This is an optimization exercise on Yosys and OpenROAD, whose aim is small area, a short achievable clock period and few clock cycles per item, not a production implementation.
RTL that was checked went through simulation tests only; none was proved equivalent to the original.
Function not checked in runs 2 to 5: the RTL went through the layout flow alone.

`run.sh`:
```
#!/bin/bash
# synth_recipe.tcl (not shown) runs the flow's synth.tcl, then flattens the netlist and writes it again
# the make line also repeats each setting of config.mk as NAME=value (left out here)
make -C /OpenROAD-flow-scripts/flow DESIGN_CONFIG=/design/flow/config.mk WORK_HOME=/design/flow/orfs CLKGATE_MAP_FILE= SYNTH_SCRIPT=/design/flow/synth_recipe.tcl finish
```
`config.mk`:
```
export PLATFORM = sky130hd
export DESIGN_NAME = e203_muldiv
export DESIGN_NICKNAME = e203_muldiv
export VERILOG_FILES = /design/flow/design.v
export SDC_FILE = /design/flow/constraint.sdc
export NUM_CORES = 8
export LEC_CHECK = 0
export ABC_AREA = 1
export CAP_MARGIN = 5
export CORE_MARGIN = 2
export CORE_UTILIZATION = 45
export SETUP_SLACK_MARGIN = 5
export SLEW_MARGIN = 5
```
`constraint.sdc`:
```
create_clock -name core_clock -period 11.0 [get_ports {clk}]
set_input_delay 2.2000 -clock core_clock [delete_from_list [all_inputs] [get_ports {clk}]]
set_output_delay 2.2000 -clock core_clock [all_outputs]
set_load 0.01 [all_outputs]
```
`design.v`:
```
module e203_muldiv (
  input         clk,
  input         rst_n,
  input         i_valid,
  output        i_ready,
  input  [2:0]  i_op,
  input  [31:0] i_rs1,
  input  [31:0] i_rs2,
  output        o_valid,
  input         o_ready,
  output [31:0] o_wdat
);
  function [5:0] bitlen;
    input [31:0] v;
    integer i;
    begin
      bitlen = 0;
      for (i = 0; i < 32; i = i + 1)
        if (v[i]) bitlen = i + 1;
    end
  endfunction
  function [2:0] bsel;
    input [2:0] b;
    begin
      bsel[2] = b[0] ^ b[1];
      bsel[1] = (b[2] & ~b[1] & ~b[0]) | (~b[2] & b[1] & b[0]);
      bsel[0] = b[2];
    end
  endfunction
  reg busy, done;
  wire start = i_valid & ~busy;
  assign o_valid = done;
  assign i_ready = done & o_ready;
  wire fin = done & o_ready;
  reg        isdiv, rop, qneg, anr, bz, dsub;
  reg [3:0]  osl, osh;     
  reg        dnorm, dfix;     
  reg [5:0]  cnt;
  reg [34:0] mc;           
  reg [33:0] pl;
  reg [33:0] acc;          
  reg [2:0]  s0, s1;       
  reg        p0, p1;       
  wire op_div = i_op[2];
  wire [32:0] xin = {(i_op[1:0] != 2'd3) & i_rs1[31], i_rs1};
  wire [32:0] yin = {(i_op[1] == 1'b0) & i_rs2[31], i_rs2};
  wire fx0 = (xin[32:8] == {25{xin[32]}}), fy0 = (yin[32:8] == {25{yin[32]}});
  wire fx1 = (xin[32:12] == {21{xin[32]}}), fy1 = (yin[32:12] == {21{yin[32]}});
  wire fx2 = (xin[32:16] == {17{xin[32]}}), fy2 = (yin[32:16] == {17{yin[32]}});
  wire swap = (fx0 & ~fy0) | (fx1 & ~fy1) | (fx2 & ~fy2);
  wire f0 = fx0 | fy0, f1 = fx1 | fy1, f2 = fx2 | fy2;
  wire [3:0] ohm = {~f2, f2 & ~f1, f1 & ~f0, f0};
  wire [32:0] mpl = swap ? xin : yin;
  wire [32:0] mcd = swap ? yin : xin;
  wire [33:0] tx = {34{xin[0]}} & {yin[32], yin};
  wire [33:0] ty = {34{yin[0]}} & {xin[32], xin};
  wire [33:0] t0 = swap ? tx : ty;
  wire [7:0] bx0 = {bsel({xin[2:1], 1'b0}), bsel(xin[4:2]), xin[2], xin[4]};
  wire [7:0] by0 = {bsel({yin[2:1], 1'b0}), bsel(yin[4:2]), yin[2], yin[4]};
  wire [7:0] bs0 = swap ? bx0 : by0;
  wire a_neg = ~i_op[0] & i_rs1[31];
  wire b_neg = ~i_op[0] & i_rs2[31];
  wire [31:0] ax = i_rs1 ^ {32{a_neg}};
  wire [31:0] bx = i_rs2 ^ {32{b_neg}};
  wire [5:0] ma_c = bitlen(ax);
  wire [5:0] mb_c = bitlen(bx);
  wire bzero = (i_rs2 == 32'd0);
  function [31:0] pfor;
    input [31:0] v;
    integer i;
    begin
      pfor[31] = v[31];
      for (i = 30; i >= 0; i = i - 1) pfor[i] = pfor[i + 1] | v[i];
    end
  endfunction
  wire [31:0] ta0 = pfor(ax), tb0 = pfor(bx);
  wire [32:0] ta = a_neg ? {ta0, 1'b1} : {1'b0, ta0};
  wire [32:0] tb = {1'b0, tb0};
  wire dskip = bzero | (|(tb & ~ta));
  wire [5:0] qs = pl[5:0] + {5'd0, anr} - pl[11:6];
  function [37:0] pp;
    input [2:0] s;
    input [34:0] x;
    reg [37:0] xe;
    begin
      xe = {{3{x[34]}}, x};
      pp = (({38{s[2]}} & xe) | ({38{s[1]}} & {xe[36:0], 1'b0})) ^ {38{s[0]}};
    end
  endfunction
  wire [37:0] ra = {{4{acc[33]}}, acc};
  wire [37:0] rb = pp(s0, mc);
  wire [37:0] rc = {pp(s1, mc), {2{s1[0]}}};    
  wire [37:0] sx = ra ^ rb ^ rc;
  wire [37:0] cx1 = {(ra[36:0] & rb[36:0]) | (ra[36:0] & rc[36:0]) | (rb[36:0] & rc[36:0]), p0};
  wire [37:0] sum = sx + cx1 + {37'd0, p1};
  wire acc_ok = (sum[37] == anr);       
  always @(posedge clk or negedge rst_n) begin
    if (!rst_n) begin
      busy <= 1'b0;
      done <= 1'b0;
    end else if (fin) begin
      busy <= 1'b0;
      done <= 1'b0;
    end else if (start) begin
      busy <= 1'b1;
      done <= op_div & dskip;
    end else if (busy & ~done) begin
      done <= isdiv ? (dfix ? 1'b1 : dnorm ? 1'b0 : (cnt == 6'd1) & ~(rop ? anr : qneg))
                    : (cnt == 6'd1);
    end
  end
  wire [4:0] mnext = pl[8:4];
  always @(posedge clk) begin
    if (start) begin
      isdiv <= op_div;
      rop <= i_op[1];
      bz <= bzero;
      qneg <= (a_neg ^ b_neg) & ~dskip;
      osl <= (i_op[1:0] == 2'd0) ? ohm : 4'b0000;
      osh <= (i_op[1:0] != 2'd0) ? ohm : 4'b0000;
      anr <= a_neg;
      dsub <= ~(a_neg ^ b_neg);
      if (op_div) begin
        dnorm <= ~dskip;
        dfix <= 1'b0;
        acc <= {{2{a_neg}}, i_rs1};
        mc <= {{3{b_neg}}, i_rs2};
        pl <= {22'd0, {mb_c, ma_c} & {12{~dskip}}};    
        s0 <= {2'b00, a_neg};
        s1 <= 3'b000;
        p0 <= 1'b0;
        p1 <= 1'b0;
      end else begin
        dnorm <= 1'b0;
        dfix <= 1'b0;
        cnt <= {2'b00, ohm[3], ohm[2], ohm[1] | ohm[0], ohm[1]};    
        acc <= {t0[33], t0[33:1]};
        mc <= {{2{mcd[32]}}, mcd};
        pl <= {t0[0], mpl[32:1], 1'b0};
        {s0, s1, p0, p1} <= bs0;
      end
    end else if (busy & ~done) begin
      if (isdiv) begin
        if (dnorm) begin
          dnorm <= 1'b0;
          cnt <= qs + 6'd1;
          mc <= mc << qs;
          pl <= 34'd0;
          acc <= sum[33:0];
          s0 <= {2'b10, dsub};
          p0 <= dsub;
          p1 <= 1'b0;
        end else if (dfix) begin
          acc <= sum[33:0];
        end else begin
          cnt <= cnt - 6'd1;
          mc <= {mc[34], mc[34:1]};
          if (cnt == 6'd1 & ~rop & qneg) acc <= 34'd0;
          else if (acc_ok) acc <= sum[33:0];
          pl <= {pl[32:0], acc_ok};
          if (cnt == 6'd1) begin
            dfix <= rop ? anr : qneg;
            mc <= {2'b00, pl[31:0], acc_ok};
            s0 <= rop ? 3'b000 : 3'b101;
            p0 <= ~rop;
            p1 <= rop;
          end
        end
      end else begin
        cnt <= cnt - 6'd1;
        acc <= sum[37:4];
        pl <= {sum[3:0], pl[33:4]};
        s0 <= bsel(mnext[2:0]);
        s1 <= bsel(mnext[4:2]);
        p0 <= mnext[2];
        p1 <= mnext[4];
      end
    end
  end
  wire [63:0] p0w = {{21{acc[33]}}, acc, pl[33:25]};
  wire [63:0] p1w = {{17{acc[33]}}, acc, pl[33:21]};
  wire [63:0] p2w = {{13{acc[33]}}, acc, pl[33:17]};
  wire [63:0] p3w = {acc[30:0], pl[33:1]};
  wire [31:0] mres = ({32{osl[0]}} & p0w[31:0]) | ({32{osl[1]}} & p1w[31:0])
                   | ({32{osl[2]}} & p2w[31:0]) | ({32{osl[3]}} & p3w[31:0])
                   | ({32{osh[0]}} & p0w[63:32]) | ({32{osh[1]}} & p1w[63:32])
                   | ({32{osh[2]}} & p2w[63:32]) | ({32{osh[3]}} & p3w[63:32]);
  wire [31:0] dres = (rop | qneg) ? acc[31:0] : (bz ? 32'hFFFFFFFF : pl[31:0]);
  assign o_wdat = isdiv ? dres : mres;
endmodule
```
==> out/results.md, run 1 <==
| Stage | Item | This run |
|---|---|---|
| run status | Run status | complete, no violations |
| placed design | Post-DP HPWL | 71300 um |
| timing | Final setup margin | 5.12 ns |
| setup path | Path depth of the worst reg2reg path | 25 |
| clock network | Clock latency on the worst-skew pair | 0.45 ns |
| clock network | CTS Root Cell | sky130_fd_sc_hd__clkbuf_16 |
| logic synthesis | Synth unique cells | 70 |
| routing | Total wire length after detailed routing | 93100 um |
| global routing | Overall global routing resource usage | 44.4% |
| setup path | Kind of cell adding the most delay to the critical path | buffers and inverters |
| timing | RSZ-0062 raised after global routing | false |
| routing | Avg Vias per Cell | 6.89 |
| finish | Post-route insts no fill | 3111 |
| timing | Final critical path time including I/O delays and setup | 5.88 ns |
| global routing | Wire length of the first global-routing pass | 133000 um |
| global routing | Vias in the first global route | 19700 |
| routing | Total number of vias | 21400 |
| logic synthesis | Post-synth top cells | 515 x sky130_fd_sc_hd__nand2_1, 268 x sky130_fd_sc_hd__o21ai_0, 265 x sky130_fd_sc_hd__inv_1, 204 x sky130_fd_sc_hd__a21oi_1, 182 x sky130_fd_sc_hd__nor2_1 |
| global routing | Grt total ovfl | 0 |
| timing | Fin Setup TNS | 0 ns |
| floorplanning | Effective utilization at floorplan | 45.7% |
| placed design | # port buffers | 104 |
| logic synthesis | Dominant register cell in the synthesized netlist | sky130_fd_sc_hd__edfxtp_1 |
| timing | Final Skew | 0.0107 ns |
| setup path | Reg2reg setup slack | 5.21 ns |
| placed design | Setup WS pre-CTS | 3.37 ns |
| floorplanning | I/O Pins | 105 |
| placed design | Cell count after placement | 3074 |
| clock network | CTS clk-pin slew, worst paths | 0.06 ns |
| flow run | Maximum Capacitance Violations | 0 |
| setup path | Master of the slowest instance on the critical path | sky130_fd_sc_hd__clkdlybuf4s50_1 |
| floorplanning | Die footprint | 0.0410 mm2 |
| setup path | Data required time at the worst endpoint | 11.16 ns |
| finish | Layout Area Growth over Synthesis | 11.7% |
| timing | Pins over their slew limit | 0 |
| setup path | Crit path DAT | 6.05 ns |
| routing | Antenna-violating nets left | 0 |
| setup path | Type of element launching the critical path | input pin |
| hold path | Min-Delay Startpoint | dfix |
| logic synthesis | Sequential share of the synthesized area | 22.7% |
| logic synthesis | Synthesis Warnings | 1 |
| timing | Fmax | 0.170 GHz |
| routing | Remaining design rule violation count | 0 |
| logic synthesis | EDFF count, synth | 132 |
| routing | Routed WL per cell | 29.9 um |
| logic synthesis | Cell taking the most area after synthesis | sky130_fd_sc_hd__edfxtp_1 |
| logic synthesis | Post-synthesis net count | 2735 |
| logic synthesis | Gate count of the mapped netlist | 2573 |
| setup path | Max stage delay on crit path | 0.83 ns |
| timing | Setup Viol. Count Final | 0 |
| floorplanning | Core box area | 0.0388 mm2 |
| setup path | Combined buffer and inverter count along the critical path | 5 |
| finish | Proportion of layout cells with a drive suffix above 1 | 5.09% |
| setup path | Maximum fanout encountered on the critical timing path | 61 |
| logic synthesis | Area share of the largest cell type after synthesis | 22.3% |
| logic synthesis | Flops & latches, synth | 135 |
| setup path | R2R Path Start | s1[0] |
| placed design | RePlAce Congestion | 1.08 |
| setup path | Critical path's most frequent cell | sky130_fd_sc_hd__nand4_1 |
| logic synthesis | Largest cells by area after synthesis | sky130_fd_sc_hd__edfxtp_1 22%, sky130_fd_sc_hd__nand2_1 11%, sky130_fd_sc_hd__o21ai_0 7.6%, sky130_fd_sc_hd__a21oi_1 5.8%, sky130_fd_sc_hd__xor2_1 5.6% |
| clock network | CTS H-tree depth | 4 |
| setup path | Worst reg2reg endpoint | acc[22] |
| setup path | Critical path class | input pin to flop |
| finish | Final layout net count | 2741 |
| global routing | Initial antenna violation count | 3 |
| logic synthesis | Area of the mapped netlist | 0.0177 mm2 |
| timing | Final hold violation count | 0 |
| clock network | Hold-fix buffer count after cts | 0 |
| logic synthesis | Leading cell type by number of instances after synthesis | sky130_fd_sc_hd__nand2_1 |
| timing | Worst-case headroom to the max-slew limit | 19.7% |
| clock network | Total clock sinks | 135 |
| routing | Number of violations reported at the end of detailed-routing iteration 0 | 3334 |
| setup path | Kind of capture point of the worst setup path | flop |
| setup path | Crit-path cells | clkdlybuf4s50_1, nand4_1, o41ai_4, nand4_1, nor2_1, o21ai_1, nand3_1, nand2_1, buf_6, nor2_4, clkbuf_8, clkinvlp_4, buf_4, o21ai_0, o211ai_1 |
| hold path | End point of the worst hold path | dfix |
| clock network | Num CTS Buffers | 17 |
| floorplanning | Die Height | 203 um |
| routing | Detailed-routing iteration count for the pre-antenna-repair pass | 6 |
| timing | Crit share post-route | 53.5% |
| clock network | Clock tree from TritonCTS | done |
| global routing | Pin count of the biggest net entering global routing | 80 |
| floorplanning | Placement Rows | 72 |
| logic synthesis | Async S/R FF share, synth | 1.48% |
| hold path | Path type of the worst min-delay path | flop to flop |
| timing | Slew at the pin closest to its max-slew limit | 1.20 ns |
| hold path | Worst hold stages | 2 |
| logic synthesis | Syn Area/Cell | 6.90 um2 |
| floorplanning | Floorplan die width | 203 um |
| clock network | Number of buffers between clock root and the deepest sink | 2 |
[tightest hold or removal path, cell delays in order (launching register included)]
cell,delay [ns]
sky130_fd_sc_hd__dfxtp_1,0.30
sky130_fd_sc_hd__inv_1,0.13
sky130_fd_sc_hd__a21oi_1,0.08
[cell families (layout without fill, tap and decap cells)]
kind of cell / count (synthesis) / count (layout) / share of synthesized area [%]
buffers and inverters: 438 / 457 / 9.65
muxes: 25 / 25 / 1.41
AOI/OAI and AO/OA: 885 / 885 / 30.5
DFF: 135 / 135 / 22.7
adders and majority gates: 91 / 91 / 8.11
other: 0 / 1 / 0
and+or+nand+nor: 850 / 850 / 19.6
xor gates and xnor gates: 149 / 149 / 7.93
[placed cells by master, fill, tap and decap left out, drive strengths merged, types with 20 or more instances in the layout]
| cell type | instances |
|---|---|
| mux2i | 25 |
| a21oi | 206 |
| o21ai | 283 |
| inv | 277 |
| o2111ai | 22 |
| o22ai | 122 |
| nor3 | 24 |
| nand2 | 516 |
| a221oi | 21 |
| clkbuf | 20 |
| a22oi | 33 |
| o211ai | 72 |
| ha | 51 |
| nor2 | 187 |
| fa | 40 |
| xor2 | 126 |
| clkdlybuf4s50 | 98 |
| xnor2 | 23 |
| buf | 35 |
| o221ai | 48 |
| edfxtp | 132 |
| nand3 | 75 |
| nand4 | 20 |
[what timing repair did]
action / in CTS / in global routing
setup endpoints to repair: 130 / 107
pin swaps: 1 / 0
cloned: 1 / 0
endpoints found under the hold margin: 0 / 0
resized for setup: 23 / 24
setup buffers: 3 / 0
[metrics by stage]
| stage | hold WS [ns] | cell area [um2] | util, % |
|---|---|---|---|
| 2_1_floorplan | 0.495 | 17700 | - |
| 3_3_place_gp | 0.532 | 19100 | 49.2 |
| 3_5_place_dp | 0.539 | 19100 | 49.2 |
| 4_1_cts | 0.547 | 19700 | 50.8 |
| 5_1_grt | 0.596 | 19800 | 51.1 |
| 6_report | 0.556 | 19800 | 51.1 |
[layout make-up]
class | instances | area [um2]
Fill cell | 3965 | 19000
Multi-Input combinational cell | 2000 | 12100
Sequential cell | 135 | 4030
Timing Repair Buffer | 140 | 1340
Inverter | 284 | 1080
Tap cell | 518 | 648
Clock buffer | 18 | 429
Clock inverter | 14 | 135
Timing Repair inverter | 1 | 7.51
Antenna cell | 1 | 2.50
[sequential cells by signal, summed over array words and instances (netlist names), 3 cells and up]
signal,count
s0,3
osh,4
acc,34
pl,34
mc,35
osl,4
s1,3
cnt,6
[routing by layer]
layer | part of all wire (%) | vias to the layer above | wire length, um | global-route usage (%)
met5 | 0.011 | - | 10 | 0
met4 | 7.6 | 2 | 7070 | 28.2
met3 | 14 | 387 | 12800 | 10.7
met2 | 42 | 1865 | 39000 | 65.6
met1 | 37 | 10100 | 34300 | 58.0
li1 | - | 9127 | - | -
[worst max-delay path by stage]
stage | startpoint | end | depth (start not counted)
2_1_floorplan | s0[0] | acc[0] | 24
4_1_cts | i_rs1[31] | acc[31] | 17
3_3_place_gp | i_rs1[31] | acc[33] | 17
6_report | i_rs2[25] | mc[0] | 15
5_1_grt | s1[0] | acc[22] | 25
3_5_place_dp | i_rs1[31] | acc[31] | 17
Testbench counts, summed over its fixed seeds: cycles 160,453, ops 24,000.
==> run 2, diff against run 1 <==
--- a/design.v
+++ b/design.v
@@ -123,7 +123,6 @@
       if (op_div) begin
         dnorm <= ~dskip;
         dfix <= 1'b0;
-        acc <= {{2{a_neg}}, i_rs1};
         mc <= {{3{b_neg}}, i_rs2};
         pl <= {22'd0, {mb_c, ma_c} & {12{~dskip}}};    
         s0 <= {2'b00, a_neg};
@@ -134,7 +133,6 @@
         dnorm <= 1'b0;
         dfix <= 1'b0;
         cnt <= {2'b00, ohm[3], ohm[2], ohm[1] | ohm[0], ohm[1]};    
-        acc <= {t0[33], t0[33:1]};
         mc <= {{2{mcd[32]}}, mcd};
         pl <= {t0[0], mpl[32:1], 1'b0};
         {s0, s1, p0, p1} <= bs0;
@@ -146,17 +144,13 @@
           cnt <= qs + 6'd1;
           mc <= mc << qs;
           pl <= 34'd0;
-          acc <= sum[33:0];
           s0 <= {2'b10, dsub};
           p0 <= dsub;
           p1 <= 1'b0;
         end else if (dfix) begin
-          acc <= sum[33:0];
         end else begin
           cnt <= cnt - 6'd1;
           mc <= {mc[34], mc[34:1]};
-          if (cnt == 6'd1 & ~rop & qneg) acc <= 34'd0;
-          else if (acc_ok) acc <= sum[33:0];
           pl <= {pl[32:0], acc_ok};
           if (cnt == 6'd1) begin
             dfix <= rop ? anr : qneg;
@@ -168,7 +162,6 @@
         end
       end else begin
         cnt <= cnt - 6'd1;
-        acc <= sum[37:4];
         pl <= {sum[3:0], pl[33:4]};
         s0 <= bsel(mnext[2:0]);
         s1 <= bsel(mnext[4:2]);
@@ -177,6 +170,13 @@
       end
     end
   end
+  wire [33:0] sum_al = isdiv ? sum[33:0] : sum[37:4];
+  wire [33:0] acc_early = ~start ? ((isdiv & ~dnorm & ~dfix & (cnt == 6'd1) & ~rop & qneg) ? 34'd0 : acc)
+                        : op_div ? {{2{a_neg}}, i_rs1} : {t0[33], t0[33:1]};
+  wire take_sum = ~start & (~isdiv | dnorm | dfix | acc_ok)
+                & ~(isdiv & ~dnorm & ~dfix & (cnt == 6'd1) & ~rop & qneg);
+  always @(posedge clk)
+    if (start | (busy & ~done)) acc <= take_sum ? sum_al : acc_early;
   wire [63:0] p0w = {{21{acc[33]}}, acc, pl[33:25]};
   wire [63:0] p1w = {{17{acc[33]}}, acc, pl[33:21]};
   wire [63:0] p2w = {{13{acc[33]}}, acc, pl[33:17]};
==> flow/run.sh (new file) <==
#!/bin/bash
# The standard layout (the standard.sh, unchanged synthesis) with three
# changes to how it is made:
#  - ports are buffered with a plain buffer (not a delay cell),
#  - the resizer may change a cell's drive strength even when that changes
#    the cell's width (MATCH_CELL_FOOTPRINT 0),
#  - timing repair aims for more setup slack than the design's clock needs.
set -euo pipefail
MARGIN=$(cat flow/margin.txt)
bash standard.sh SETUP_SLACK_MARGIN=$MARGIN MATCH_CELL_FOOTPRINT=0 \
  "BUFFER_PORTS_ARGS=-buffer_cell sky130_fd_sc_hd__buf_2" finish > run_make.log 2>&1
==> flow/margin.txt (new file) <==
6.0
==> standard.sh (new file) <==
#!/bin/bash
# synth_recipe.tcl (not shown) runs the flow's synth.tcl, then flattens the netlist and writes it again
# the make line also repeats each setting of config.mk as NAME=value (left out here)
make -C /OpenROAD-flow-scripts/flow DESIGN_CONFIG=/design/flow/config.mk WORK_HOME=/design/flow/orfs CLKGATE_MAP_FILE= SYNTH_SCRIPT=/design/flow/synth_recipe.tcl "${@:-finish}"
--- a/config.mk
+++ b/config.mk
@@ -9,5 +9,5 @@
 export CAP_MARGIN = 5
 export CORE_MARGIN = 2
 export CORE_UTILIZATION = 45
-export SETUP_SLACK_MARGIN = 5
+export CTS_BUF_LIST = sky130_fd_sc_hd__clkbuf_8 sky130_fd_sc_hd__clkbuf_16
 export SLEW_MARGIN = 5
removed: run.sh
==> run 2 against run 1 <==
  * Clock skew rose by 0.0047 ns
  * Area after synthesis rose by 3.8%
  * Global-route usage rose by 2.2 points
  * Count of clock-buffer cells in the layout fell by 1
  * First-iteration DRC count rose by 21%
  * Die area rose by 3.7%
  * Wire length rose by 11%
  * Core utilization rose by 3.1 points
==> out/results.md, run 2 <==
| Stage | Item | This run |
|---|---|---|
| placed design | # port buffers | 104 |
| floorplanning | Die footprint | 0.0425 mm2 |
| setup path | Crit path DAT | 5.24 ns |
| timing | RSZ-0062 raised after global routing | true |
| logic synthesis | Synthesis Warnings | 1 |
| floorplanning | Placement Rows | 74 |
| logic synthesis | Area of the mapped netlist | 0.0184 mm2 |
| timing | Worst-case headroom to the max-slew limit | 22.3% |
| routing | Uppermost metal layer occupied by signal nets | met5 |
| logic synthesis | Gate count of the mapped netlist | 2754 |
| logic synthesis | Area share of fa/ha/maj cells after synthesis | 7.82% |
| run status | Run status | complete, no violations |
| setup path | Master of the slowest instance on the critical path | sky130_fd_sc_hd__a31oi_1 |
| timing | Crit share post-route | 45.9% |
| routing | Routed WL per cell | 30.0 um |
| logic synthesis | Flops & latches, synth | 135 |
| setup path | Kind of capture point of the worst setup path | flop |
| finish | Post-route insts no fill | 3426 |
| logic synthesis | Sequential share of the synthesized area | 21.9% |
| finish | Multi-input gate area | 0.0133 mm2 |
| setup path | Crit-path cells | buf_16, clkinv_8, nor2_4, buf_12, nand2_4, nand2_2, buf_4, buf_4, buf_4, buf_4, buf_4, buf_4, buf_4, buf_4, buf_4, buf_4, buf_4, buf_4, buf_4, nor2_2, nand3_2, a31oi_1, o21bai_4 |
| clock network | CTS H-tree depth | 4 |
| finish | Final layout net count | 3040 |
| timing | Final Skew | 0.0153 ns |
| timing | Final hold violation count | 0 |
| logic synthesis | Leading cell type by number of instances after synthesis | sky130_fd_sc_hd__nand2_1 |
| logic synthesis | Simple logic cell fraction of the synthesized area | 22.6% |
| finish | Largest regs | mc: 35 flops, acc: 34 flops, pl: 34 flops |
| logic synthesis | Post-synth top cells | 541 x sky130_fd_sc_hd__nand2_1, 345 x sky130_fd_sc_hd__o21ai_0, 326 x sky130_fd_sc_hd__inv_1, 185 x sky130_fd_sc_hd__a21oi_1, 180 x sky130_fd_sc_hd__nor2_1 |
| floorplanning | Die Height | 206 um |
| logic synthesis | Largest cells by area after synthesis | sky130_fd_sc_hd__edfxtp_1 22%, sky130_fd_sc_hd__nand2_1 11%, sky130_fd_sc_hd__o21ai_0 9.4%, sky130_fd_sc_hd__inv_1 6.6%, sky130_fd_sc_hd__xor2_1 5.6% |
| routing | Antenna-violating nets left | 0 |
| timing | Pins over their slew limit | 0 |
| finish | Layout Area Growth over Synthesis | 19.6% |
| finish | Most used cells in the layout excluding fill and tap cells | 509 x sky130_fd_sc_hd__nand2_1, 315 x sky130_fd_sc_hd__inv_1, 303 x sky130_fd_sc_hd__o21ai_0 |
| setup path | Critical path's most frequent cell | sky130_fd_sc_hd__buf_4 |
| routing | Total number of vias | 23300 |
| finish | Register area | 0.00403 mm2 |
| global routing | Vias in the first global route | 20700 |
| logic synthesis | Combinational family with the most area after synthesis | compound AO/OA/AOI/OAI gates |
| setup path | Maximum fanout encountered on the critical timing path | 5 |
| timing | Slew at the pin closest to its max-slew limit | 1.15 ns |
| logic synthesis | Dominant register cell in the synthesized netlist | sky130_fd_sc_hd__edfxtp_1 |
| logic synthesis | Syn Area/Cell | 6.68 um2 |
| clock network | Hold-fix buffer count after cts | 0 |
| routing | Total wire length after detailed routing | 103000 um |
| logic synthesis | Share of cell area taken by muxes after synthesis | 1.14% |
| setup path | Critical path class | input pin to flop |
| routing | Avg Vias per Cell | 6.80 |
| finish | Max reg flops | 35 |
| clock network | Number of buffers between clock root and the deepest sink | 2 |
| global routing | Grt total ovfl | 0 |
| routing | Detailed-routing iteration count for the pre-antenna-repair pass | 9 |
| logic synthesis | Xor/xnor share of the synthesized area | 6.84% |
| setup path | Type of element launching the critical path | input pin |
| routing | Metal1 wirelength | 36700 um |
| finish | Proportion of layout cells with a drive suffix above 1 | 16.8% |
| routing | Number of violations reported at the end of detailed-routing iteration 0 | 4047 |
| clock network | Num CTS Buffers | 17 |
| flow run | Maximum Capacitance Violations | 0 |
| hold path | Path type of the worst min-delay path | flop to flop |
| logic synthesis | Synthesized-area fraction occupied by ao, oa, aoi and oai cells | 29.1% |
| logic synthesis | Cell taking the most area after synthesis | sky130_fd_sc_hd__edfxtp_1 |
| routing | Remaining design rule violation count | 0 |
| global routing | Pin count of the biggest net entering global routing | 77 |
| clock network | CTS clk-pin slew, worst paths | 0.06 ns |
| timing | Fmax | 0.198 GHz |
| timing | Setup Viol. Count Final | 0 |
| logic synthesis | EDFF count, synth | 132 |
| routing | Met2 WL | 42700 um |
| floorplanning | Effective utilization at floorplan | 45.3% |
| logic synthesis | Synth unique cells | 64 |
| clock network | CTS Root Cell | sky130_fd_sc_hd__clkbuf_16 |
| setup path | Data required time at the worst endpoint | 11.18 ns |
| global routing | Wire length of the first global-routing pass | 142000 um |
| placed design | Cell count after placement | 3256 |
| timing | Fin Setup TNS | 0 ns |
| placed design | RePlAce Congestion | 1.05 |
| logic synthesis | Area share of the largest cell type after synthesis | 21.5% |
| finish | Fill cell instance count of the final layout | 4141 |
| global routing | Overall global routing resource usage | 46.5% |
| logic synthesis | Async S/R FF share, synth | 1.48% |
| logic synthesis | Post-synthesis net count | 2916 |
| routing | Met3 wirelength from detailed routing | 13900 um |
| clock network | Clock latency on the worst-skew pair | 0.45 ns |
| timing | Final critical path time including I/O delays and setup | 5.05 ns |
| finish | Register with the highest flop count | mc |
| setup path | Reg2reg setup slack | 5.99 ns |
| floorplanning | Core box area | 0.0406 mm2 |
| setup path | Max stage delay on crit path | 0.54 ns |
| clock network | Total clock sinks | 135 |
| finish | Most common cell after layout, fill and taps aside | sky130_fd_sc_hd__nand2_1 |
| clock network | Clock tree from TritonCTS | done |
| timing | Worst hold slack after final layout | 0.535 ns |
| global routing | Initial antenna violation count | 7 |
| placed design | Post-DP HPWL | 74900 um |
| floorplanning | Floorplan die width | 206 um |
| floorplanning | I/O Pins | 105 |
-- run 2: changes by cell type after synthesis, moves of 13 or more --
| cell | delta |
|---|---|
| sky130_fd_sc_hd__a211oi_1 | -14 |
| sky130_fd_sc_hd__a21oi_1 | -19 |
| sky130_fd_sc_hd__clkbuf_1 | +13 |
| sky130_fd_sc_hd__inv_1 | +61 |
| sky130_fd_sc_hd__nand2_1 | +26 |
| sky130_fd_sc_hd__nand3_1 | +46 |
| sky130_fd_sc_hd__nor4_1 | +16 |
| sky130_fd_sc_hd__o211ai_1 | -39 |
| sky130_fd_sc_hd__o21ai_0 | +77 |
| sky130_fd_sc_hd__o21ai_1 | -14 |
| sky130_fd_sc_hd__o221ai_1 | -20 |
| sky130_fd_sc_hd__o311ai_0 | +34 |
-- run 2: kinds of logic after synthesis --
family          Yosys count
fa+ha+maj                91
compound gates          891
xor+xnor                142
mux                      21
simple gates            968
buf+inv                 506
flops                   135
-- run 2: per-layer routing --
metal | up-vias | GRT usage (%)
li1 | 9935 | -
met1 | 10900 | 57.7
met2 | 1946 | 68.9
met3 | 536 | 13.9
met4 | 6 | 32.6
met5 | - | 0
-- run 2: stage by stage --
step	util [%]	area [um2]	setup WS (ns)
5_1_grt	54.2	22000	5.81
3_5_place_dp	47.3	19200	4.54
4_1_cts	51.3	20900	5.87
3_3_place_gp	47.3	19200	4.63
6_report	54.2	22000	5.95
2_1_floorplan	-	18400	6.06
-- run 2: cell type report --
type | instances | area share [%]
multi-input combinational | 2115 | 60.3
sequential | 135 | 18.3
timing repair buffer | 259 | 9.15
inverter | 341 | 6.13
tap | 532 | 3.02
clock buffer | 17 | 1.93
clock inverter | 14 | 0.841
timing repair inverter | 9 | 0.261
antenna | 4 | 0.0454
-- run 2: critical path, delay by kind of cell --
family	cells	cell delay (ns)
AO/OA/AOI/OAI	2	0.65
AND/OR/NAND/NOR	5	0.47
buffers and inverters	16	1.91
-- run 2: worst paths after layout --
path	from	endpoint	cells past startpoint
min	dfix	dfix	2
min in group asynchronous	rst_n	busy	1
min reg2reg	dfix	dfix	2
max in group asynchronous	rst_n	busy	1
max	i_rs1[31]	pl[2]	23
max reg2reg	s0[1]	acc[33]	29
-- run 2: repair_timing --
| item | CTS | global route |
|---|---|---|
| resized for setup | 107 | 172 |
| buffers inserted | 69 | 47 |
| gates cloned | 13 | 6 |
| pin swaps | 27 | 59 |
| endpoints found under the setup margin | 165 | 139 |
| endpoints found under the hold margin | 0 | 0 |
==> run 3, diff against run 2 <==
--- a/design.v
+++ b/design.v
@@ -123,60 +123,68 @@
       if (op_div) begin
         dnorm <= ~dskip;
         dfix <= 1'b0;
+        acc <= {{2{a_neg}}, i_rs1};
         mc <= {{3{b_neg}}, i_rs2};
         pl <= {22'd0, {mb_c, ma_c} & {12{~dskip}}};    
-        s0 <= {2'b00, a_neg};
-        s1 <= 3'b000;
-        p0 <= 1'b0;
-        p1 <= 1'b0;
       end else begin
         dnorm <= 1'b0;
         dfix <= 1'b0;
-        cnt <= {2'b00, ohm[3], ohm[2], ohm[1] | ohm[0], ohm[1]};    
+        acc <= {t0[33], t0[33:1]};
         mc <= {{2{mcd[32]}}, mcd};
         pl <= {t0[0], mpl[32:1], 1'b0};
-        {s0, s1, p0, p1} <= bs0;
       end
     end else if (busy & ~done) begin
       if (isdiv) begin
         if (dnorm) begin
           dnorm <= 1'b0;
-          cnt <= qs + 6'd1;
           mc <= mc << qs;
           pl <= 34'd0;
-          s0 <= {2'b10, dsub};
-          p0 <= dsub;
-          p1 <= 1'b0;
+          acc <= sum[33:0];
         end else if (dfix) begin
+          acc <= sum[33:0];
         end else begin
-          cnt <= cnt - 6'd1;
           mc <= {mc[34], mc[34:1]};
+          if (cnt == 6'd1 & ~rop & qneg) acc <= 34'd0;
+          else if (acc_ok) acc <= sum[33:0];
           pl <= {pl[32:0], acc_ok};
           if (cnt == 6'd1) begin
             dfix <= rop ? anr : qneg;
             mc <= {2'b00, pl[31:0], acc_ok};
-            s0 <= rop ? 3'b000 : 3'b101;
-            p0 <= ~rop;
-            p1 <= rop;
           end
         end
       end else begin
-        cnt <= cnt - 6'd1;
+        acc <= sum[37:4];
         pl <= {sum[3:0], pl[33:4]};
-        s0 <= bsel(mnext[2:0]);
-        s1 <= bsel(mnext[4:2]);
-        p0 <= mnext[2];
-        p1 <= mnext[4];
       end
     end
   end
-  wire [33:0] sum_al = isdiv ? sum[33:0] : sum[37:4];
-  wire [33:0] acc_early = ~start ? ((isdiv & ~dnorm & ~dfix & (cnt == 6'd1) & ~rop & qneg) ? 34'd0 : acc)
-                        : op_div ? {{2{a_neg}}, i_rs1} : {t0[33], t0[33:1]};
-  wire take_sum = ~start & (~isdiv | dnorm | dfix | acc_ok)
-                & ~(isdiv & ~dnorm & ~dfix & (cnt == 6'd1) & ~rop & qneg);
-  always @(posedge clk)
-    if (start | (busy & ~done)) acc <= take_sum ? sum_al : acc_early;
+  always @(posedge clk) begin
+    if (start) begin
+      if (op_div) begin
+        cnt <= 6'd0;
+        {s0, s1, p0, p1} <= {2'b00, a_neg, 3'b000, 2'b00};
+      end else begin
+        cnt <= {2'b00, ohm[3], ohm[2], ohm[1] | ohm[0], ohm[1]};    
+        {s0, s1, p0, p1} <= bs0;
+      end
+    end else if (isdiv) begin
+      if (dnorm) begin
+        cnt <= qs + 6'd1;
+        {s0, p0, p1} <= {2'b10, dsub, dsub, 1'b0};
+      end else begin
+        cnt <= cnt - 6'd1;
+        if (cnt == 6'd1) {s0, p0, p1} <= rop ? 5'b00001 : 5'b10110;
+        else {s0, p0, p1} <= {2'b10, dsub, dsub, 1'b0};
+      end
+      s1 <= 3'b000;
+    end else begin
+      cnt <= cnt - 6'd1;
+      s0 <= bsel(mnext[2:0]);
+      s1 <= bsel(mnext[4:2]);
+      p0 <= mnext[2];
+      p1 <= mnext[4];
+    end
+  end
   wire [63:0] p0w = {{21{acc[33]}}, acc, pl[33:25]};
   wire [63:0] p1w = {{17{acc[33]}}, acc, pl[33:21]};
   wire [63:0] p2w = {{13{acc[33]}}, acc, pl[33:17]};
==> run 3 against run 2 <==
  * Synthesized cell count is 4.7% lower
  * Hold slack better by 0.049 ns
==> out/results.md, run 3 <==
| Stage | Item | This run |
|---|---|---|
| timing | Setup Viol. Count Final | 0 |
| logic synthesis | Area share of the largest cell type after synthesis | 20.0% |
| finish | Most common cell after layout, fill and taps aside | sky130_fd_sc_hd__nand2_1 |
| clock network | Number of buffers between clock root and the deepest sink | 2 |
| logic synthesis | Flops & latches, synth | 135 |
| routing | Number of violations reported at the end of detailed-routing iteration 0 | 3601 |
| logic synthesis | Post-synthesis net count | 2786 |
| global routing | Layer carrying the most global-route usage | met2 |
| floorplanning | Effective utilization at floorplan | 45.7% |
| clock network | Total clock sinks | 135 |
| setup path | Critical path class | flop to flop |
| timing | Fmax | 0.201 GHz |
| timing | Slew at the pin closest to its max-slew limit | 1.33 ns |
| routing | Avg Vias per Cell | 6.74 |
| floorplanning | Placement Rows | 72 |
| flow run | Maximum Capacitance Violations | 0 |
| global routing | Initial antenna violation count | 2 |
| logic synthesis | Synth unique cells | 66 |
| global routing | Met3 routing resource usage after global routing | 12.1% |
| logic synthesis | Gate count of the mapped netlist | 2624 |
| timing | Final Skew | 0.0131 ns |
| finish | Register area | 0.00391 mm2 |
| routing | Detailed-routing iteration count for the pre-antenna-repair pass | 7 |
| logic synthesis | Post-synth top cells | 503 x sky130_fd_sc_hd__nand2_1, 290 x sky130_fd_sc_hd__inv_1, 277 x sky130_fd_sc_hd__o21ai_0, 196 x sky130_fd_sc_hd__nor2_1, 190 x sky130_fd_sc_hd__a21oi_1 |
| floorplanning | Die Height | 203 um |
| timing | Worst-case headroom to the max-slew limit | 10.2% |
| logic synthesis | Cell taking the most area after synthesis | sky130_fd_sc_hd__edfxtp_1 |
| routing | Total number of vias | 21700 |
| timing | RSZ-0062 raised after global routing | true |
| placed design | Cell count after placement | 3119 |
| finish | Max reg flops | 35 |
| floorplanning | Core box area | 0.0388 mm2 |
| finish | Register with the highest flop count | mc |
| logic synthesis | Syn Area/Cell | 6.76 um2 |
| clock network | CTS Root Cell | sky130_fd_sc_hd__clkbuf_16 |
| placed design | RePlAce Congestion | 1.05 |
| timing | Final critical path time including I/O delays and setup | 4.97 ns |
| finish | Fill cell instance count of the final layout | 4052 |
| timing | Fin Setup TNS | 0 ns |
| logic synthesis | Sequential share of the synthesized area | 21.9% |
| finish | Most used cells in the layout excluding fill and tap cells | 492 x sky130_fd_sc_hd__nand2_1, 280 x sky130_fd_sc_hd__inv_1, 255 x sky130_fd_sc_hd__o21ai_0 |
| setup path | Type of element launching the critical path | flop |
| global routing | Pin count of the biggest net entering global routing | 74 |
| global routing | Grt total ovfl | 0 |
| global routing | Met1 global-route usage | 58.9% |
| global routing | Vias in the first global route | 19600 |
| timing | Pins over their slew limit | 0 |
| run status | Run status | complete, no violations |
| floorplanning | I/O Pins | 105 |
| floorplanning | Die footprint | 0.0410 mm2 |
| floorplanning | Floorplan die width | 203 um |
| logic synthesis | EDFF count, synth | 118 |
| global routing | Wire length of the first global-routing pass | 134000 um |
| finish | Proportion of layout cells with a drive suffix above 1 | 13.7% |
| routing | Routed WL per cell | 29.5 um |
| global routing | Overall global routing resource usage | 44.3% |
| clock network | Hold-fix buffer count after cts | 0 |
| global routing | Met2 Track Usage GR | 64.3% |
| setup path | Kind of capture point of the worst setup path | flop |
| finish | Final layout net count | 2843 |
| finish | Largest regs | mc: 35 flops, acc: 34 flops, pl: 34 flops |
| placed design | Post-DP HPWL | 71900 um |
| clock network | Clock latency on the worst-skew pair | 0.44 ns |
| routing | Antenna-violating nets left | 0 |
| setup path | Crit path DAT | 5.14 ns |
| clock network | Clock tree from TritonCTS | done |
| logic synthesis | Area of the mapped netlist | 0.0177 mm2 |
| placed design | # port buffers | 104 |
| setup path | Maximum fanout encountered on the critical timing path | 34 |
| logic synthesis | Largest cells by area after synthesis | sky130_fd_sc_hd__edfxtp_1 20%, sky130_fd_sc_hd__nand2_1 11%, sky130_fd_sc_hd__o21ai_0 7.8%, sky130_fd_sc_hd__inv_1 6.1%, sky130_fd_sc_hd__xor2_1 5.9% |
| setup path | Data required time at the worst endpoint | 11.17 ns |
| routing | Total wire length after detailed routing | 94900 um |
| timing | Final hold violation count | 0 |
| logic synthesis | Synthesis Warnings | 1 |
| finish | Layout Area Growth over Synthesis | 13.9% |
| timing | Crit share post-route | 45.2% |
| logic synthesis | Async S/R FF share, synth | 1.48% |
| finish | Multi-input gate area | 0.0125 mm2 |
| routing | Remaining design rule violation count | 0 |
| hold path | Path type of the worst min-delay path | flop to flop |
| logic synthesis | Leading cell type by number of instances after synthesis | sky130_fd_sc_hd__nand2_1 |
| clock network | CTS clk-pin slew, worst paths | 0.07 ns |
| logic synthesis | Dominant register cell in the synthesized netlist | sky130_fd_sc_hd__edfxtp_1 |
| clock network | Num CTS Buffers | 17 |
| finish | Post-route insts no fill | 3214 |
| clock network | CTS H-tree depth | 4 |
-- run 3: changes by cell type in the layout (fill, tap and decap cells not counted), moves of 14 or more --
cell,delta
sky130_fd_sc_hd__buf_4,-61
sky130_fd_sc_hd__edfxtp_1,-14
sky130_fd_sc_hd__inv_1,-35
sky130_fd_sc_hd__nand2_1,-17
sky130_fd_sc_hd__nand2_2,-16
sky130_fd_sc_hd__nand3_1,-37
sky130_fd_sc_hd__nor2_1,+18
sky130_fd_sc_hd__nor3_1,+16
sky130_fd_sc_hd__o211ai_1,+42
sky130_fd_sc_hd__o21ai_0,-48
sky130_fd_sc_hd__o221ai_1,+20
sky130_fd_sc_hd__o22ai_1,+21
sky130_fd_sc_hd__o311ai_0,-25
-- run 3: worst max-delay path: stages, from the launching register on --
cell	delay, ns
sky130_fd_sc_hd__edfxtp_1	0.62
sky130_fd_sc_hd__inv_1	0.23
sky130_fd_sc_hd__ha_1	0.36
sky130_fd_sc_hd__ha_1	0.39
sky130_fd_sc_hd__a21oi_1	0.10
sky130_fd_sc_hd__inv_1	0.06
sky130_fd_sc_hd__a31oi_1	0.05
sky130_fd_sc_hd__or2_2	0.30
sky130_fd_sc_hd__nand2_1	0.07
sky130_fd_sc_hd__buf_4	0.35
sky130_fd_sc_hd__clkinvlp_4	0.54
sky130_fd_sc_hd__o21ai_1	0.70
sky130_fd_sc_hd__o21ai_0	0.40
sky130_fd_sc_hd__a21oi_1	0.37
sky130_fd_sc_hd__o21ai_0	0.14
-- run 3: layer usage --
layer / vias to the layer above / routed length (um) / share of wire, %
met2: 1781 / 38800 / 41
met5: - / 27 / 0.028
met3: 385 / 13300 / 14
li1: 9363 / - / -
met1: 10100 / 35600 / 38
met4: 4 / 7210 / 7.6
-- run 3: cell families (layout without fill, tap and decap cells) --
| family | after synthesis | count (layout) | share of synthesized area (%) |
|---|---|---|---|
| multiplexers | 18 | 18 | 1.02 |
| flip-flops | 135 | 135 | 21.9 |
| AO/OA/AOI/OAI | 876 | 876 | 30.0 |
| AND/OR/NAND/NOR | 898 | 901 | 21.3 |
| adder cells (fa/ha/maj) | 91 | 91 | 8.11 |
| buffers and inverters | 463 | 530 | 10.4 |
| other | 0 | 2 | 0 |
| XOR/XNOR | 143 | 143 | 7.25 |
-- run 3: per-stage QoR --
stage                     hold slack, ns  util, %  cell area, um2  setup slack [ns]
final                              0.583     52.0           20200              6.03
after CTS                          0.582     50.1           19500              5.97
after detailed placement           0.566     47.7           18500              4.64
after global routing               0.633     52.0           20200              5.94
after global placement             0.549     47.7           18500              4.69
after floorplan                    0.496        -           17800              6.00
-- run 3: final timing paths --
path,start,end,slack (ns),cells past startpoint
worst min register to register,cnt[5],cnt[5],0.58,3
worst min-delay path,cnt[5],cnt[5],0.58,3
worst max-delay path,pl[8],mc[28],6.03,14
worst max register to register,pl[8],mc[28],6.03,14
min in group asynchronous,rst_n,busy,1.54,1
max in group asynchronous,rst_n,busy,9.37,1
-- run 3: layout make-up --
| type | count | area share (%) |
|---|---|---|
| timing repair inverter | 8 | 0.272 |
| clock inverter | 15 | 0.693 |
| sequential | 135 | 19.3 |
| clock buffer | 17 | 2.11 |
| timing repair buffer | 181 | 6.24 |
| multi-input combinational | 2029 | 62.0 |
| inverter | 309 | 6.12 |
| antenna | 2 | 0.0248 |
| tap | 518 | 3.21 |
-- run 3: timing repair --
| item | CTS | global route |
|---|---|---|
| setup buffers | 13 | 34 |
| gates resized for setup | 77 | 102 |
| pin swaps | 9 | 27 |
| setup endpoints to repair | 140 | 142 |
| gates cloned | 7 | 7 |
==> run 4, diff against run 3 <==
==> flow/margin.txt (replaced) <==
6.2
==> run 4 against run 3 <==
  * Critical path depth up 9
  * Count of clock-buffer cells in the layout unchanged
  * Core utilization up 2.2 points
==> out/results.md, run 4 <==
| Stage | Item | This run |
|---|---|---|
| clock network | Clock latency on the worst-skew pair | 0.46 ns |
| finish | Most used cells in the layout excluding fill and tap cells | 481 x sky130_fd_sc_hd__nand2_1, 278 x sky130_fd_sc_hd__inv_1, 248 x sky130_fd_sc_hd__o21ai_0 |
| setup path | Crit path DAT | 5.00 ns |
| logic synthesis | Area of the mapped netlist | 0.0177 mm2 |
| routing | Uppermost metal layer occupied by signal nets | met5 |
| setup path | Data required time at the worst endpoint | 11.20 ns |
| logic synthesis | Post-synth top cells | 503 x sky130_fd_sc_hd__nand2_1, 290 x sky130_fd_sc_hd__inv_1, 277 x sky130_fd_sc_hd__o21ai_0, 196 x sky130_fd_sc_hd__nor2_1, 190 x sky130_fd_sc_hd__a21oi_1 |
| logic synthesis | Dominant register cell in the synthesized netlist | sky130_fd_sc_hd__edfxtp_1 |
| global routing | Grt total ovfl | 0 |
| floorplanning | I/O Pins | 105 |
| finish | Proportion of layout cells with a drive suffix above 1 | 16.9% |
| finish | Largest regs | mc: 35 flops, acc: 34 flops, pl: 34 flops |
| logic synthesis | Area share of the largest cell type after synthesis | 20.0% |
| setup path | Critical path class | flop to flop |
| logic synthesis | Leading cell type by number of instances after synthesis | sky130_fd_sc_hd__nand2_1 |
| routing | Met3 wirelength from detailed routing | 14800 um |
| clock network | CTS Root Cell | sky130_fd_sc_hd__clkbuf_16 |
| clock network | Clock tree from TritonCTS | done |
| routing | Routed WL per cell | 30.6 um |
| routing | Detailed-routing iteration count for the pre-antenna-repair pass | 6 |
| floorplanning | Effective utilization at floorplan | 45.7% |
| run status | Run status | complete, no violations |
| logic synthesis | EDFF count, synth | 118 |
| hold path | Path type of the worst min-delay path | flop to flop |
| logic synthesis | Cell taking the most area after synthesis | sky130_fd_sc_hd__edfxtp_1 |
| routing | Metal1 wirelength | 35900 um |
| global routing | Initial antenna violation count | 5 |
| timing | Final hold violation count | 0 |
| logic synthesis | Synth unique cells | 66 |
| floorplanning | Die footprint | 0.0410 mm2 |
| finish | Layout Cell Area excl Fill | 0.0211 mm2 |
| timing | Final setup margin | 6.20 ns |
| setup path | Maximum fanout encountered on the critical timing path | 11 |
| clock network | Hold-fix buffer count after cts | 0 |
| flow run | Maximum Capacitance Violations | 0 |
| logic synthesis | Gate count of the mapped netlist | 2624 |
| clock network | Num CTS Buffers | 17 |
| logic synthesis | Async S/R FF share, synth | 1.48% |
| logic synthesis | Flops & latches, synth | 135 |
| logic synthesis | Largest cells by area after synthesis | sky130_fd_sc_hd__edfxtp_1 20%, sky130_fd_sc_hd__nand2_1 11%, sky130_fd_sc_hd__o21ai_0 7.8%, sky130_fd_sc_hd__inv_1 6.1%, sky130_fd_sc_hd__xor2_1 5.9% |
| timing | Worst-case headroom to the max-slew limit | 20.6% |
| placed design | DP Area | 0.0185 mm2 |
| floorplanning | Placement Rows | 72 |
| routing | Met2 WL | 40800 um |
| routing | Antenna-violating nets left | 0 |
| placed design | RePlAce Congestion | 1.07 |
| logic synthesis | Post-synthesis net count | 2786 |
| finish | Number of antenna diodes | 0 |
| finish | Most common cell after layout, fill and taps aside | sky130_fd_sc_hd__nand2_1 |
| placed design | Post-DP HPWL | 73500 um |
| routing | Remaining design rule violation count | 0 |
| routing | Total number of vias | 22200 |
| finish | Fill cell instance count of the final layout | 3878 |
| placed design | # port buffers | 104 |
| timing | Setup Viol. Count Final | 0 |
| setup path | Type of element launching the critical path | flop |
| finish | Register area | 0.00391 mm2 |
| global routing | Wire length of the first global-routing pass | 140000 um |
| finish | Final layout net count | 2879 |
| routing | Avg Vias per Cell | 6.84 |
| logic synthesis | Synthesis Warnings | 1 |
| timing | Final Skew | 0.0164 ns |
| timing | Final critical path time including I/O delays and setup | 4.80 ns |
| finish | Register with the highest flop count | mc |
| clock network | Number of buffers between clock root and the deepest sink | 2 |
| routing | Number of violations reported at the end of detailed-routing iteration 0 | 3764 |
| timing | Slew at the pin closest to its max-slew limit | 1.18 ns |
| clock network | CTS H-tree depth | 4 |
| logic synthesis | Syn Area/Cell | 6.76 um2 |
| placed design | Setup WS pre-CTS | 4.56 ns |
| finish | Layout Area Growth over Synthesis | 18.6% |
| global routing | Pin count of the biggest net entering global routing | 72 |
| floorplanning | Core box area | 0.0388 mm2 |
| setup path | Kind of capture point of the worst setup path | flop |
| timing | Fmax | 0.208 GHz |
| timing | RSZ-0062 raised after global routing | true |
| logic synthesis | Sequential share of the synthesized area | 21.9% |
| clock network | CTS clk-pin slew, worst paths | 0.07 ns |
| floorplanning | Floorplan die width | 203 um |
| floorplanning | Die Height | 203 um |
| finish | Multi-input gate area | 0.0129 mm2 |
| timing | Fin Setup TNS | 0 ns |
| timing | Pins over their slew limit | 0 |
| timing | Crit share post-route | 43.6% |
| global routing | Vias in the first global route | 20400 |
| finish | Max reg flops | 35 |
| routing | Total wire length after detailed routing | 99400 um |
| global routing | Overall global routing resource usage | 46.3% |
| clock network | Total clock sinks | 135 |
## run 4: cell counts after synthesis
No cell type changed its count.
## run 4: stage by stage
step / std cells / util, % / hold WS (ns)
6_report: 3248 / 54.2 / 0.592
5_1_grt: 3248 / 54.2 / 0.602
4_1_cts: 3187 / 50.9 / 0.570
3_5_place_dp: 3122 / 47.7 / 0.559
3_3_place_gp: 3122 / 47.7 / 0.555
2_1_floorplan: 2624 / - / 0.496
## run 4: area by class of cell
class                      instances  area share (%)
multi-input combinational       2032            61.5
timing repair buffer             214            7.87
timing repair inverter             8           0.238
sequential                       135            18.6
clock buffer                      17            2.02
tap                              518            3.08
inverter                         309            6.04
clock inverter                    15           0.743
## run 4: layer usage
| metal | vias to the layer above | GRT usage (%) |
|---|---|---|
| met5 | - | 0 |
| met4 | 10 | 27.7 |
| met3 | 437 | 15.1 |
| met2 | 1872 | 67.3 |
| met1 | 10500 | 59.6 |
| li1 | 9430 | - |
## run 4: final timing paths
check	start	endpoint	slack [ns]	cells after the start
worst min register to register	dfix	dfix	0.59	2
max in group asynchronous	rst_n	done	9.39	1
min in group asynchronous	rst_n	busy	1.52	1
worst min-delay path	dfix	dfix	0.59	2
worst max-delay path	mc[4]	acc[11]	6.20	23
worst max register to register	mc[4]	acc[11]	6.20	23
## run 4: critical path: stages, from the launching register on
cell and delay [ns]:
sky130_fd_sc_hd__edfxtp_1 0.46, sky130_fd_sc_hd__inv_1 0.18, sky130_fd_sc_hd__o22ai_1 0.22, sky130_fd_sc_hd__xor2_1 0.24
sky130_fd_sc_hd__fa_1 0.50, sky130_fd_sc_hd__ha_4 0.30, sky130_fd_sc_hd__inv_1 0.08, sky130_fd_sc_hd__nor3_2 0.20
sky130_fd_sc_hd__a21oi_2 0.10, sky130_fd_sc_hd__o21ai_2 0.19, sky130_fd_sc_hd__a21oi_2 0.08, sky130_fd_sc_hd__o21a_1 0.20
sky130_fd_sc_hd__o21ai_2 0.19, sky130_fd_sc_hd__a21boi_2 0.10, sky130_fd_sc_hd__o21ai_2 0.18, sky130_fd_sc_hd__nand2_1 0.11
sky130_fd_sc_hd__nand3_1 0.12, sky130_fd_sc_hd__nand2_2 0.12, sky130_fd_sc_hd__or2_1 0.26, sky130_fd_sc_hd__a21oi_1 0.13
sky130_fd_sc_hd__nand4_1 0.10, sky130_fd_sc_hd__nand2_2 0.16, sky130_fd_sc_hd__clkinvlp_4 0.11, sky130_fd_sc_hd__buf_4 0.20
## run 4: cells by family after synthesis
family          share of synthesized area [%]
compound gates                           30.0
fa+ha+maj                                8.11
simple gates                             21.3
flops                                    21.9
mux                                      1.02
xor+xnor                                 7.25
buf+inv                                  10.4
## run 4: timing repair
item,CTS,global route
resized for setup,131,150
setup endpoints to repair,154,139
buffers inserted,23,52
pin swaps,14,58
endpoints found under the hold margin,0,0
cloned,10,9
==> run 5, diff against run 4 <==
--- a/design.v
+++ b/design.v
@@ -32,8 +32,9 @@
   assign o_valid = done;
   assign i_ready = done & o_ready;
   wire fin = done & o_ready;
-  reg        isdiv, rop, qneg, anr, bz, dsub;
+  reg        isdiv, rop, qneg, anr, dsub;
   reg [3:0]  osl, osh;     
+  reg        sda, sdq, sd1;   
   reg        dnorm, dfix;     
   reg [5:0]  cnt;
   reg [34:0] mc;           
@@ -44,9 +45,21 @@
   wire op_div = i_op[2];
   wire [32:0] xin = {(i_op[1:0] != 2'd3) & i_rs1[31], i_rs1};
   wire [32:0] yin = {(i_op[1] == 1'b0) & i_rs2[31], i_rs2};
-  wire fx0 = (xin[32:8] == {25{xin[32]}}), fy0 = (yin[32:8] == {25{yin[32]}});
-  wire fx1 = (xin[32:12] == {21{xin[32]}}), fy1 = (yin[32:12] == {21{yin[32]}});
-  wire fx2 = (xin[32:16] == {17{xin[32]}}), fy2 = (yin[32:16] == {17{yin[32]}});
+  wire xsg = (i_op[1:0] != 2'd3), ysg = (i_op[1] == 1'b0);
+  function [2:0] fits;
+    input [31:0] v;
+    input sg;
+    begin
+      fits[0] = sg ? (v[31:8] == {24{v[31]}}) : (v[31:8] == 24'd0);
+      fits[1] = sg ? (v[31:12] == {20{v[31]}}) : (v[31:12] == 20'd0);
+      fits[2] = sg ? (v[31:16] == {16{v[31]}}) : (v[31:16] == 16'd0);
+    end
+  endfunction
+  wire [2:0] fxs = fits(i_rs1, 1'b1), fxu = fits(i_rs1, 1'b0);
+  wire [2:0] fys = fits(i_rs2, 1'b1), fyu = fits(i_rs2, 1'b0);
+  wire [2:0] fxv = xsg ? fxs : fxu, fyv = ysg ? fys : fyu;
+  wire fx0 = fxv[0], fx1 = fxv[1], fx2 = fxv[2];
+  wire fy0 = fyv[0], fy1 = fyv[1], fy2 = fyv[2];
   wire swap = (fx0 & ~fy0) | (fx1 & ~fy1) | (fx2 & ~fy2);
   wire f0 = fx0 | fy0, f1 = fx1 | fy1, f2 = fx2 | fy2;
   wire [3:0] ohm = {~f2, f2 & ~f1, f1 & ~f0, f0};
@@ -114,10 +127,12 @@
     if (start) begin
       isdiv <= op_div;
       rop <= i_op[1];
-      bz <= bzero;
       qneg <= (a_neg ^ b_neg) & ~dskip;
-      osl <= (i_op[1:0] == 2'd0) ? ohm : 4'b0000;
-      osh <= (i_op[1:0] != 2'd0) ? ohm : 4'b0000;
+      osl <= (i_op == 3'd0) ? ohm : 4'b0000;
+      osh <= (~i_op[2] & (i_op[1:0] != 2'd0)) ? ohm : 4'b0000;
+      sda <= op_div & (i_op[1] | ((a_neg ^ b_neg) & ~dskip));
+      sdq <= op_div & ~i_op[1] & ~bzero & ~((a_neg ^ b_neg) & ~dskip);
+      sd1 <= op_div & ~i_op[1] & bzero;
       anr <= a_neg;
       dsub <= ~(a_neg ^ b_neg);
       if (op_div) begin
@@ -126,23 +141,34 @@
         acc <= {{2{a_neg}}, i_rs1};
         mc <= {{3{b_neg}}, i_rs2};
         pl <= {22'd0, {mb_c, ma_c} & {12{~dskip}}};    
+        s0 <= {2'b00, a_neg};
+        s1 <= 3'b000;
+        p0 <= 1'b0;
+        p1 <= 1'b0;
       end else begin
         dnorm <= 1'b0;
         dfix <= 1'b0;
+        cnt <= {2'b00, ohm[3], ohm[2], ohm[1] | ohm[0], ohm[1]};    
         acc <= {t0[33], t0[33:1]};
         mc <= {{2{mcd[32]}}, mcd};
         pl <= {t0[0], mpl[32:1], 1'b0};
+        {s0, s1, p0, p1} <= bs0;
       end
     end else if (busy & ~done) begin
       if (isdiv) begin
         if (dnorm) begin
           dnorm <= 1'b0;
+          cnt <= qs + 6'd1;
           mc <= mc << qs;
           pl <= 34'd0;
           acc <= sum[33:0];
+          s0 <= {2'b10, dsub};
+          p0 <= dsub;
+          p1 <= 1'b0;
         end else if (dfix) begin
           acc <= sum[33:0];
         end else begin
+          cnt <= cnt - 6'd1;
           mc <= {mc[34], mc[34:1]};
           if (cnt == 6'd1 & ~rop & qneg) acc <= 34'd0;
           else if (acc_ok) acc <= sum[33:0];
@@ -150,39 +176,20 @@
           if (cnt == 6'd1) begin
             dfix <= rop ? anr : qneg;
             mc <= {2'b00, pl[31:0], acc_ok};
+            s0 <= rop ? 3'b000 : 3'b101;
+            p0 <= ~rop;
+            p1 <= rop;
           end
         end
       end else begin
+        cnt <= cnt - 6'd1;
         acc <= sum[37:4];
         pl <= {sum[3:0], pl[33:4]};
+        s0 <= bsel(mnext[2:0]);
+        s1 <= bsel(mnext[4:2]);
+        p0 <= mnext[2];
+        p1 <= mnext[4];
       end
-    end
-  end
-  always @(posedge clk) begin
-    if (start) begin
-      if (op_div) begin
-        cnt <= 6'd0;
-        {s0, s1, p0, p1} <= {2'b00, a_neg, 3'b000, 2'b00};
-      end else begin
-        cnt <= {2'b00, ohm[3], ohm[2], ohm[1] | ohm[0], ohm[1]};    
-        {s0, s1, p0, p1} <= bs0;
-      end
-    end else if (isdiv) begin
-      if (dnorm) begin
-        cnt <= qs + 6'd1;
-        {s0, p0, p1} <= {2'b10, dsub, dsub, 1'b0};
-      end else begin
-        cnt <= cnt - 6'd1;
-        if (cnt == 6'd1) {s0, p0, p1} <= rop ? 5'b00001 : 5'b10110;
-        else {s0, p0, p1} <= {2'b10, dsub, dsub, 1'b0};
-      end
-      s1 <= 3'b000;
-    end else begin
-      cnt <= cnt - 6'd1;
-      s0 <= bsel(mnext[2:0]);
-      s1 <= bsel(mnext[4:2]);
-      p0 <= mnext[2];
-      p1 <= mnext[4];
     end
   end
   wire [63:0] p0w = {{21{acc[33]}}, acc, pl[33:25]};
@@ -193,6 +200,5 @@
                    | ({32{osl[2]}} & p2w[31:0]) | ({32{osl[3]}} & p3w[31:0])
                    | ({32{osh[0]}} & p0w[63:32]) | ({32{osh[1]}} & p1w[63:32])
                    | ({32{osh[2]}} & p2w[63:32]) | ({32{osh[3]}} & p3w[63:32]);
-  wire [31:0] dres = (rop | qneg) ? acc[31:0] : (bz ? 32'hFFFFFFFF : pl[31:0]);
-  assign o_wdat = isdiv ? dres : mres;
+  assign o_wdat = mres | ({32{sda}} & acc[31:0]) | ({32{sdq}} & pl[31:0]) | {32{sd1}};
 endmodule
==> run 5 against run 4 <==
  * Area after synthesis fell by 0.97%
  * First-iteration DRC count shrank 2.8%
  * Critical path type is now input pin to flop
  * Critical path depth shrank 5
  * Still clean
  * Sequential share of layout area up 0.27 points
  * Maximum frequency fell by 2.2%
  * Final area rose by 3.3%
  * Synthesized cell count decreased by 2.7%
  * Setup slack worse by 0.11 ns
  * Clock skew shrank 0.0018 ns
  * Via count decreased by 0.45%
==> out/results.md, run 5 <==
| Stage | Item | This run |
|---|---|---|
| global routing | Initial antenna violation count | 4 |
| floorplanning | I/O Pins | 105 |
| run status | Run status | complete, no violations |
| setup path | R2R Path Start | mc[5] |
| routing | Number of violations reported at the end of detailed-routing iteration 0 | 3658 |
| logic synthesis | Post-synth top cells | 513 x sky130_fd_sc_hd__nand2_1, 272 x sky130_fd_sc_hd__inv_1, 257 x sky130_fd_sc_hd__o21ai_0, 187 x sky130_fd_sc_hd__nor2_1, 179 x sky130_fd_sc_hd__a21oi_1 |
| timing | Worst-case headroom to the max-slew limit | 22.6% |
| logic synthesis | Async S/R FF share, synth | 1.46% |
| logic synthesis | Cell taking the most area after synthesis | sky130_fd_sc_hd__edfxtp_1 |
| timing | Final critical path time including I/O delays and setup | 4.90 ns |
| setup path | Kind of capture point of the worst setup path | flop |
| clock network | Num CTS Buffers | 17 |
| flow run | Maximum Capacitance Violations | 0 |
| timing | Final hold violation count | 0 |
| setup path | Type of element launching the critical path | input pin |
| routing | Routed WL per cell | 30.0 um |
| routing | Detailed-routing iteration count for the pre-antenna-repair pass | 8 |
| finish | Largest regs | mc: 35 flops, acc: 34 flops, pl: 34 flops |
| floorplanning | Die Height | 202 um |
| setup path | Data required time at the worst endpoint | 11.16 ns |
| logic synthesis | Sequential share of the synthesized area | 23.3% |
| timing | Fmax | 0.204 GHz |
| logic synthesis | Flops & latches, synth | 137 |
## run 5: cell types whose count changed in the layout (fill, tap and decap cells not counted), sizes merged, moves of 14 or more
cell	change
inv	-32
a221oi	+21
dfxtp	-14
clkbuf	+16
nor3	-14
buf	+33
o21ai	-25
edfxtp	+16
## run 5: cell families (layout without fill, tap and decap cells)
kind of cell	Yosys count	after routing	share of synthesized area, %
compound gates	839	839	29.4
simple gates	883	884	20.9
mux	18	18	1.03
flops	137	137	23.3
buf+inv	433	588	9.44
xor+xnor	150	150	7.56
fa+ha+maj	93	93	8.33
## run 5: worst max path at each step
stage	depth (start not counted)	slack [ns]	to	startpoint
4_1_cts	21	6.13	acc[32]	i_rs2[20]
2_1_floorplan	24	6.20	acc[0]	s0[2]
5_1_grt	24	6.00	acc[0]	mc[5]
6_report	18	6.10	mc[19]	i_rs2[27]
3_3_place_gp	21	4.55	acc[32]	i_rs1[25]
3_5_place_dp	21	4.51	acc[33]	i_rs1[25]
## run 5: metrics by stage
step	instance area [um2]	worst slack, ns	utilization, %
3_5_place_dp	18500	4.51	47.9
4_1_cts	20000	6.13	51.9
3_3_place_gp	18500	4.55	47.9
6_report	21700	6.10	56.4
2_1_floorplan	17600	6.20	-
5_1_grt	21700	6.00	56.4
## run 5: timing repair
action,4_1_cts,5_1_grt
setup buffers,46,70
cloned,8,9
setup endpoints to repair,151,157
endpoints found under the hold margin,0,0
pin swaps,25,80
gates resized for setup,136,253
hold buffers,0,0
## run 5: metal layers
layer,track usage [%],vias to the layer above,share of wire (%)
li1,-,9334,-
met1,56.8,10400,36
met2,67.6,1912,41
met3,12.6,496,14
met4,28.5,8,9.0
met5,0,-,0.061
## run 5: cell type report
type,instances,area (um2)
Timing Repair Buffer,263,2420
Sequential cell,137,4090
Timing Repair inverter,5,32.5
Multi-Input combinational cell,1984,12800
Clock buffer,17,425
Tap cell,518,648
Clock inverter,15,126
Inverter,288,1180
Fill cell,3833,16800
## run 5: worst max-delay path: stages
cell and delay (ns):
sky130_fd_sc_hd__clkbuf_4 0.16, sky130_fd_sc_hd__inv_2 0.12, sky130_fd_sc_hd__nand4_1 0.12, sky130_fd_sc_hd__nor3_2 0.20, sky130_fd_sc_hd__nand3_1 0.12, sky130_fd_sc_hd__nand2_1 0.10, sky130_fd_sc_hd__nand4_1 0.11, sky130_fd_sc_hd__inv_2 0.10
sky130_fd_sc_hd__o211ai_1 0.10, sky130_fd_sc_hd__o21a_1 0.20, sky130_fd_sc_hd__nand2_2 0.11, sky130_fd_sc_hd__nand2_4 0.06, sky130_fd_sc_hd__buf_12 0.14, sky130_fd_sc_hd__nor2_4 0.10, sky130_fd_sc_hd__inv_1 0.05, sky130_fd_sc_hd__buf_4 0.29
sky130_fd_sc_hd__o21ai_0 0.56, sky130_fd_sc_hd__o211ai_1 0.18

==> re-timing with driven ports <==
How much do the figures lean on ideal ports? The routed layouts below were timed once more, with nothing changed but the port constraints.
Step 1 assumes that a clkbuf_16 drives the clock port and a buf_2 every other input.
Step 2, shift: input delay + t, output delay - t, t = (earliest + latest rising clock arrival at the registers) / 2. This alone moves slack from input paths to output paths.
a / b / c = ideal ports / drivers / drivers and shift; a / b = the first two.
run	t, ns	slack for setup (ns)	pins driven straight from the clock port
run 1	0.499	5.117 / 5.147 / 4.648	1
run 2	0.506	5.947 / 5.917 / 5.435	1
run 3	0.491	6.031 / 5.976 / 5.620	1
run 4	0.505	6.204 / 6.180 / 5.675	1
run 5	0.506	6.098 / 6.047 / 5.541	1
After both steps setup and hold are still met in every run listed. For run 5, which loses most, drivers alone change the setup slack by -0.051 ns; drivers and shift together by -0.557 ns.
